This is an optimization exercise on Yosys and OpenROAD, whose aim is small area, not a production implementation. Where RTL was checked, it was by simulation tests only, not by an equivalence proof against the original. No activity file was given, so power comes from the tool's default toggle rates.

==> inputs of job 5683 <==
## Lab1
module Lab1 (
	input        clk,
	input        rst,
	input        key0_in,
	output [6:0] min1,
	output [6:0] min2,
	output [6:0] sec1,
	output [6:0] sec2,
	output [6:0] ms1,
	output [6:0] ms2
);
==> module Lab1, before the edit <==
module Lab1 (
	input        clk,
	input        rst,
	input        key0_in,
	output [6:0] min1,
	output [6:0] min2,
	output [6:0] sec1,
	output [6:0] sec2,
	output [6:0] ms1,
	output [6:0] ms2
);
reg k1, k2, k3;
always @(posedge clk or negedge rst)
	if (!rst) begin
		k1 <= 1'b0;
		k2 <= 1'b0;
		k3 <= 1'b0;
	end else begin
		k1 <= ~key0_in;
		k2 <= k1;
		k3 <= k2;
	end
reg run;
always @(posedge clk or negedge rst)
	if (!rst)
		run <= 1'b0;
	else if (~k2 & k3)
		run <= ~run;
reg  [5:0] pc;
wire tc = (pc == 6'h38);
wire zc = (pc == 6'h31);
wire fc = ^(pc & 6'h30) ^ 1'b0 ^ tc;
always @(posedge clk or negedge rst)
	if (!rst)
		pc <= 6'h22;
	else if (run | tc)
		pc <= {pc[4:0], fc};
wire inc_c = run & zc;
reg  [12:0] ps;
wire ts = (ps == 13'h1c40);
wire zs = (ps == 13'h1880);
wire fs = ^(ps & 13'h1004) ^ 1'b0 ^ ts;
always @(posedge clk or negedge rst)
	if (!rst)
		ps <= 13'h1101;
	else if (run | ts)
		ps <= {ps[11:0], fs};
wire inc_s = run & zs;
reg  [18:0] pm;
wire tm = (pm == 19'h1834);
wire zm = (pm == 19'h3069);
wire fm = ^(pm & 19'h48000) ^ 1'b0 ^ tm;
always @(posedge clk or negedge rst)
	if (!rst)
		pm <= 19'h60d2;
	else if (run | tm)
		pm <= {pm[17:0], fm};
wire inc_m = run & zm;
reg [3:0] c1, c2;
reg [3:0] s1, m1;
reg [2:0] s2, m2;
always @(posedge clk or negedge rst)
	if (!rst) begin
		c1 <= 4'd0; c2 <= 4'd0;
		s1 <= 4'd0; s2 <= 3'd0;
		m1 <= 4'd0; m2 <= 3'd0;
	end else begin
		if (inc_c) begin
			if (c1 == 4'd9) begin
				c1 <= 4'd0;
				c2 <= (c2 == 4'd9) ? 4'd0 : c2 + 4'd1;
			end else
				c1 <= c1 + 4'd1;
		end
		if (inc_s) begin
			if (s1 == 4'd9) begin
				s1 <= 4'd0;
				s2 <= (s2 == 3'd5) ? 3'd0 : s2 + 3'd1;
			end else
				s1 <= s1 + 4'd1;
		end
		if (inc_m) begin
			if (m1 == 4'd9) begin
				m1 <= 4'd0;
				m2 <= (m2 == 3'd5) ? 3'd0 : m2 + 3'd1;
			end else
				m1 <= m1 + 4'd1;
		end
	end
function [6:0] seg;
	input [3:0] d;
	case (d)
	4'd0: seg = 7'b1000000;
	4'd1: seg = 7'b1111001;
	4'd2: seg = 7'b0100100;
	4'd3: seg = 7'b0110000;
	4'd4: seg = 7'b0011001;
	4'd5: seg = 7'b0010010;
	4'd6: seg = 7'b0000010;
	4'd7: seg = 7'b1111000;
	4'd8: seg = 7'b0000000;
	default: seg = 7'b0011000;
	endcase
endfunction
assign ms1  = seg(c1);
assign ms2  = seg(c2);
assign sec1 = seg(s1);
assign sec2 = seg({1'b0, s2});
assign min1 = seg(m1);
assign min2 = seg({1'b0, m2});
endmodule
Settings: LEC_CHECK=0, CAP_MARGIN=20, CORE_MARGIN=2, CORE_UTILIZATION=40, SLEW_MARGIN=20; clock period 10.0 ns.
standard.sh (not shown) runs the stock make flow with config.mk's settings and CLKGATE_MAP_FILE= SYNTH_SCRIPT=/design/flow/synth_recipe.tcl, a recipe that flattens the netlist after the stock synthesis.
==> flow/flow/run.sh <==
#!/bin/bash
# Own layout flow: the standard ORFS flow with three changes:
#  - synthesis uses an area-oriented ABC script and skips Yosys's full/half-adder
#    extraction (everything else, including register naming, is the standard flow's synthesis);
#  - ports are buffered with the smallest buffer cell;
#  - clock tree built from small clock buffers, without dummy loads.
set -euo pipefail
W=$PWD
F=$W/flow
# synthesis script: synth_recipe.tcl, with ORFS's synth.tcl patched to use flow/area.abc
sed -e "s#^source \$::env(SCRIPTS_DIR)/synth_preamble.tcl\$#&\nset abc_args [lreplace \$abc_args 1 1 $F/area.abc]#" \
  "$FLOW_HOME/scripts/synth.tcl" > "$W/synth_body.tcl"
grep -q "area.abc" "$W/synth_body.tcl"
sed -e "s#^source \$::env(SCRIPTS_DIR)/synth.tcl\$#source $W/synth_body.tcl#" "$W/synth_recipe.tcl" > "$W/own_synth.tcl"
grep -q "synth_body.tcl" "$W/own_synth.tcl"
CTS="-sink_clustering_enable -repair_clock_nets -dont_use_dummy_load -buf_list $(cat $F/cts_bufs.txt)"
bash standard.sh \
  SYNTH_SCRIPT="$W/own_synth.tcl" \
  ADDER_MAP_FILE= \
  "BUFFER_PORTS_ARGS=-buffer_cell sky130_fd_sc_hd__buf_1" \
  "CTS_ARGS=$CTS" \
  finish > "$W/orfs_make.log" 2>&1
==> flow/flow/area.abc <==
strash
refactor
rewrite
balance
dch -f
amap
topo
dnsize -c
==> flow/flow/cts_bufs.txt <==
sky130_fd_sc_hd__clkbuf_4
==> inputs of job 3727, as changes to job 5683 <==
==> flow/design.v (replaced) <==
module Lab1 (
	input        clk,
	input        rst,
	input        key0_in,
	output [6:0] min1,
	output [6:0] min2,
	output [6:0] sec1,
	output [6:0] sec2,
	output [6:0] ms1,
	output [6:0] ms2
);
reg k1, k2, k3;
always @(posedge clk or negedge rst)
	if (!rst) begin
		k1 <= 1'b0;
		k2 <= 1'b0;
		k3 <= 1'b0;
	end else begin
		k1 <= ~key0_in;
		k2 <= k1;
		k3 <= k2;
	end
reg go;
always @(posedge clk or negedge rst)
	if (!rst)
		go <= 1'b0;
	else
		go <= 1'b1;
reg run;
always @(posedge clk or negedge rst)
	if (!rst)
		run <= 1'b0;
	else if (~k2 & k3)
		run <= ~run;
reg  [5:0] pc;
wire tc = (pc == 6'h38);
wire zc = (pc == 6'h31);
wire fc = ^(pc & 6'h30) ^ 1'b0 ^ tc;
always @(posedge clk)
	if (!go)
		pc <= 6'h22;
	else if (run | tc)
		pc <= {pc[4:0], fc};
wire inc_c = run & zc;
reg  [12:0] ps;
wire ts = (ps == 13'h1c40);
wire zs = (ps == 13'h1880);
wire fs = ^(ps & 13'h1004) ^ 1'b0 ^ ts;
always @(posedge clk)
	if (!go)
		ps <= 13'h1101;
	else if (run | ts)
		ps <= {ps[11:0], fs};
wire inc_s = run & zs;
reg  [18:0] pm;
wire tm = (pm == 19'h1834);
wire zm = (pm == 19'h3069);
wire fm = ^(pm & 19'h48000) ^ 1'b0 ^ tm;
always @(posedge clk)
	if (!go)
		pm <= 19'h60d2;
	else if (run | tm)
		pm <= {pm[17:0], fm};
wire inc_m = run & zm;
reg [3:0] c1;
wire c1_n0 = (c1[2]) | (~c1[0]);
wire c1_n1 = (~c1[1] & c1[2]) | (c1[3]);
wire c1_n2 = (~c1[0] & c1[2]) | (c1[0] & ~c1[1] & ~c1[2]);
wire c1_n3 = (c1[0] & c1[1] & ~c1[3]) | (~c1[0] & c1[3]) | (c1[1] & c1[2]);
always @(posedge clk or negedge rst)
	if (!rst)
		c1 <= 4'd2;
	else if (inc_c)
		c1 <= {c1_n3, c1_n2, c1_n1, c1_n0};
wire c1_co = inc_c & ((c1[1] & c1[3]));
reg [3:0] c2;
wire c2_n0 = (~c2[2] & c2[3]) | (~c2[0]);
wire c2_n1 = (~c2[0] & c2[1]) | (c2[1] & ~c2[3]) | (~c2[0] & ~c2[3]);
wire c2_n2 = (~c2[0] & ~c2[1]) | (~c2[1] & c2[2]);
wire c2_n3 = (~c2[0] & ~c2[2] & ~c2[3]) | (c2[1]);
always @(posedge clk or negedge rst)
	if (!rst)
		c2 <= 4'd4;
	else if (c1_co)
		c2 <= {c2_n3, c2_n2, c2_n1, c2_n0};
reg [3:0] s1;
wire s1_n0 = (s1[2]) | (~s1[0]);
wire s1_n1 = (~s1[1] & s1[2]) | (s1[3]);
wire s1_n2 = (~s1[0] & s1[2]) | (s1[0] & ~s1[1] & ~s1[2]);
wire s1_n3 = (s1[0] & s1[1] & ~s1[3]) | (~s1[0] & s1[3]) | (s1[1] & s1[2]);
always @(posedge clk or negedge rst)
	if (!rst)
		s1 <= 4'd2;
	else if (inc_s)
		s1 <= {s1_n3, s1_n2, s1_n1, s1_n0};
wire s1_co = inc_s & ((s1[1] & s1[3]));
reg [2:0] s2;
wire s2_n0 = (~s2[2]);
wire s2_n1 = (~s2[0]);
wire s2_n2 = (~s2[1]);
always @(posedge clk or negedge rst)
	if (!rst)
		s2 <= 3'd4;
	else if (s1_co)
		s2 <= {s2_n2, s2_n1, s2_n0};
reg [3:0] m1;
wire m1_n0 = (m1[2]) | (~m1[0]);
wire m1_n1 = (~m1[1] & m1[2]) | (m1[3]);
wire m1_n2 = (~m1[0] & m1[2]) | (m1[0] & ~m1[1] & ~m1[2]);
wire m1_n3 = (m1[0] & m1[1] & ~m1[3]) | (~m1[0] & m1[3]) | (m1[1] & m1[2]);
always @(posedge clk or negedge rst)
	if (!rst)
		m1 <= 4'd2;
	else if (inc_m)
		m1 <= {m1_n3, m1_n2, m1_n1, m1_n0};
wire m1_co = inc_m & ((m1[1] & m1[3]));
reg [2:0] m2;
wire m2_n0 = (~m2[2]);
wire m2_n1 = (~m2[0]);
wire m2_n2 = (~m2[1]);
always @(posedge clk or negedge rst)
	if (!rst)
		m2 <= 3'd4;
	else if (m1_co)
		m2 <= {m2_n2, m2_n1, m2_n0};
assign ms1[0] = (c1[0] & ~c1[1] & ~c1[2]);
assign ms1[1] = (~c1[0] & c1[1] & c1[2]) | (c1[2] & c1[3]);
assign ms1[2] = (~c1[0] & ~c1[1] & ~c1[3]);
assign ms1[3] = (c1[0] & ~c1[2]);
assign ms1[4] = (c1[0] & ~c1[2]) | (c1[1] & c1[2]);
assign ms1[5] = (~c1[1] & ~c1[3]) | (c1[0] & ~c1[3]);
assign ms1[6] = (~c1[2] & ~c1[3]);
assign ms2[0] = (c2[1] & ~c2[3]) | (c2[0] & ~c2[1] & c2[3]);
assign ms2[1] = (~c2[2] & ~c2[3]);
assign ms2[2] = (~c2[0] & c2[1]);
assign ms2[3] = (c2[0] & c2[2]) | (c2[0] & ~c2[1] & c2[3]);
assign ms2[4] = (c2[0]);
assign ms2[5] = (c2[1]);
assign ms2[6] = (~c2[0] & c2[2]) | (c2[1] & c2[2]);
assign sec1[0] = (s1[0] & ~s1[1] & ~s1[2]);
assign sec1[1] = (~s1[0] & s1[1] & s1[2]) | (s1[2] & s1[3]);
assign sec1[2] = (~s1[0] & ~s1[1] & ~s1[3]);
assign sec1[3] = (s1[0] & ~s1[2]);
assign sec1[4] = (s1[0] & ~s1[2]) | (s1[1] & s1[2]);
assign sec1[5] = (~s1[1] & ~s1[3]) | (s1[0] & ~s1[3]);
assign sec1[6] = (~s1[2] & ~s1[3]);
assign sec2[0] = (~s2[1] & ~s2[2]) | (s2[1] & s2[2]);
assign sec2[1] = (s2[0] & s2[2]);
assign sec2[2] = (~s2[0] & ~s2[2]);
assign sec2[3] = (~s2[1] & ~s2[2]) | (s2[1] & s2[2]);
assign sec2[4] = (s2[1] & s2[2]) | (s2[0]);
assign sec2[5] = (s2[1]);
assign sec2[6] = (~s2[0] & s2[2]);
assign min1[0] = (m1[0] & ~m1[1] & ~m1[2]);
assign min1[1] = (~m1[0] & m1[1] & m1[2]) | (m1[2] & m1[3]);
assign min1[2] = (~m1[0] & ~m1[1] & ~m1[3]);
assign min1[3] = (m1[0] & ~m1[2]);
assign min1[4] = (m1[0] & ~m1[2]) | (m1[1] & m1[2]);
assign min1[5] = (~m1[1] & ~m1[3]) | (m1[0] & ~m1[3]);
assign min1[6] = (~m1[2] & ~m1[3]);
assign min2[0] = (~m2[1] & ~m2[2]) | (m2[1] & m2[2]);
assign min2[1] = (m2[0] & m2[2]);
assign min2[2] = (~m2[0] & ~m2[2]);
assign min2[3] = (~m2[1] & ~m2[2]) | (m2[1] & m2[2]);
assign min2[4] = (m2[1] & m2[2]) | (m2[0]);
assign min2[5] = (m2[1]);
assign min2[6] = (~m2[0] & m2[2]);
endmodule
--- a/flow/flow/run.sh
+++ b/flow/flow/run.sh
@@ -14,5 +14,5 @@
 sed -e "s#^source \$::env(SCRIPTS_DIR)/synth.tcl\$#source $W/synth_body.tcl#" "$W/synth_recipe.tcl" > "$W/own_synth.tcl"
 grep -q "synth_body.tcl" "$W/own_synth.tcl"
-CTS="-sink_clustering_enable -repair_clock_nets -dont_use_dummy_load -buf_list $(cat $F/cts_bufs.txt)"
+CTS="$(cat $F/cts_args.txt)"
 bash standard.sh \
   SYNTH_SCRIPT="$W/own_synth.tcl" \
==> flow/flow/area.abc (replaced) <==
strash
&get -n
&deepsyn -T 60
&put
dch -f
amap
topo
dnsize -c
==> flow/flow/cts_args.txt (new file) <==
-repair_clock_nets -dont_use_dummy_load -buf_list sky130_fd_sc_hd__clkbuf_4
removed: flow/flow/cts_bufs.txt
==> flow_summary_export.csv <==
group,metric,value,unit
status,status,"complete, no violations",
pwr,p_sw,0.232,mW
yosys,synthSimpleGateAreaFrac,22.5,%
critical_path,arrival,1.68,ns
die,fp.dieH,91.5,µm
clocking,cts.sinks,64,
final_layout,multi_input_area_share,36.9,%
die,taps,99,
yosys,seq_area_frac_synth,52.8,%
final_layout,layout.cells.non_filler,503,
[end of results for job 5683]
==> flow_summary_export.csv <==
group,metric,value,unit
status,status,"complete, no violations",
yosys,synthSimpleGateAreaFrac,14.0,%
die,fp.dieH,85.2,µm
final_layout,syn_to_final_growth,11.1,%
yosys,synth_top_family_by_area,"compound AO/OA/AOI/OAI gates",
yosys,seq_area_frac_synth,54.8,%
clocking,cts_root_buf,"clkbuf_4",
critical_path,crit_type,"reg2out",
clocking,cts.sinks,65,
timing,maxSlewViolCount,0,
final_layout,regArea,1440,µm²
die,floorplan.die_area,7260,µm²
die,taps,77,
final_layout,n_all_buffers,45,
critical_path,arrival,1.64,ns
final_layout,multi_input_area_share,29.8,%
[end of results for job 3727]
For job 5683, only the layout was checked, not whether the RTL still works.

==> port drivers added, routing unchanged <==
How much do the figures lean on ideal ports? The routed layouts below were timed once more, with nothing changed but the port constraints.
Step 1, drivers: a clkbuf_16 drives clk and a buf_2 each remaining input, both assumed.
Step 2 also shifts input and output timing later by t, the mid clock arrival at the registers, as if the neighbouring blocks saw the same clock.
Three values: ideal, step 1, step 2; two values: the first two.
| run | t, ns | setup WS [ns] | latest minus earliest clock arrival (ns) | worst register clock-pin slew, ns |
|---|---|---|---|---|
| job 5683 | 0.415 | 6.319 / 6.292 / 6.708 | 0.022 / 0.021 | 0.10 / 0.10 |
| job 3727 | 0.401 | 6.355 / 6.328 / 6.730 | 0.032 / 0.031 | 0.10 / 0.10 |
After both steps every run listed still meets setup and hold.
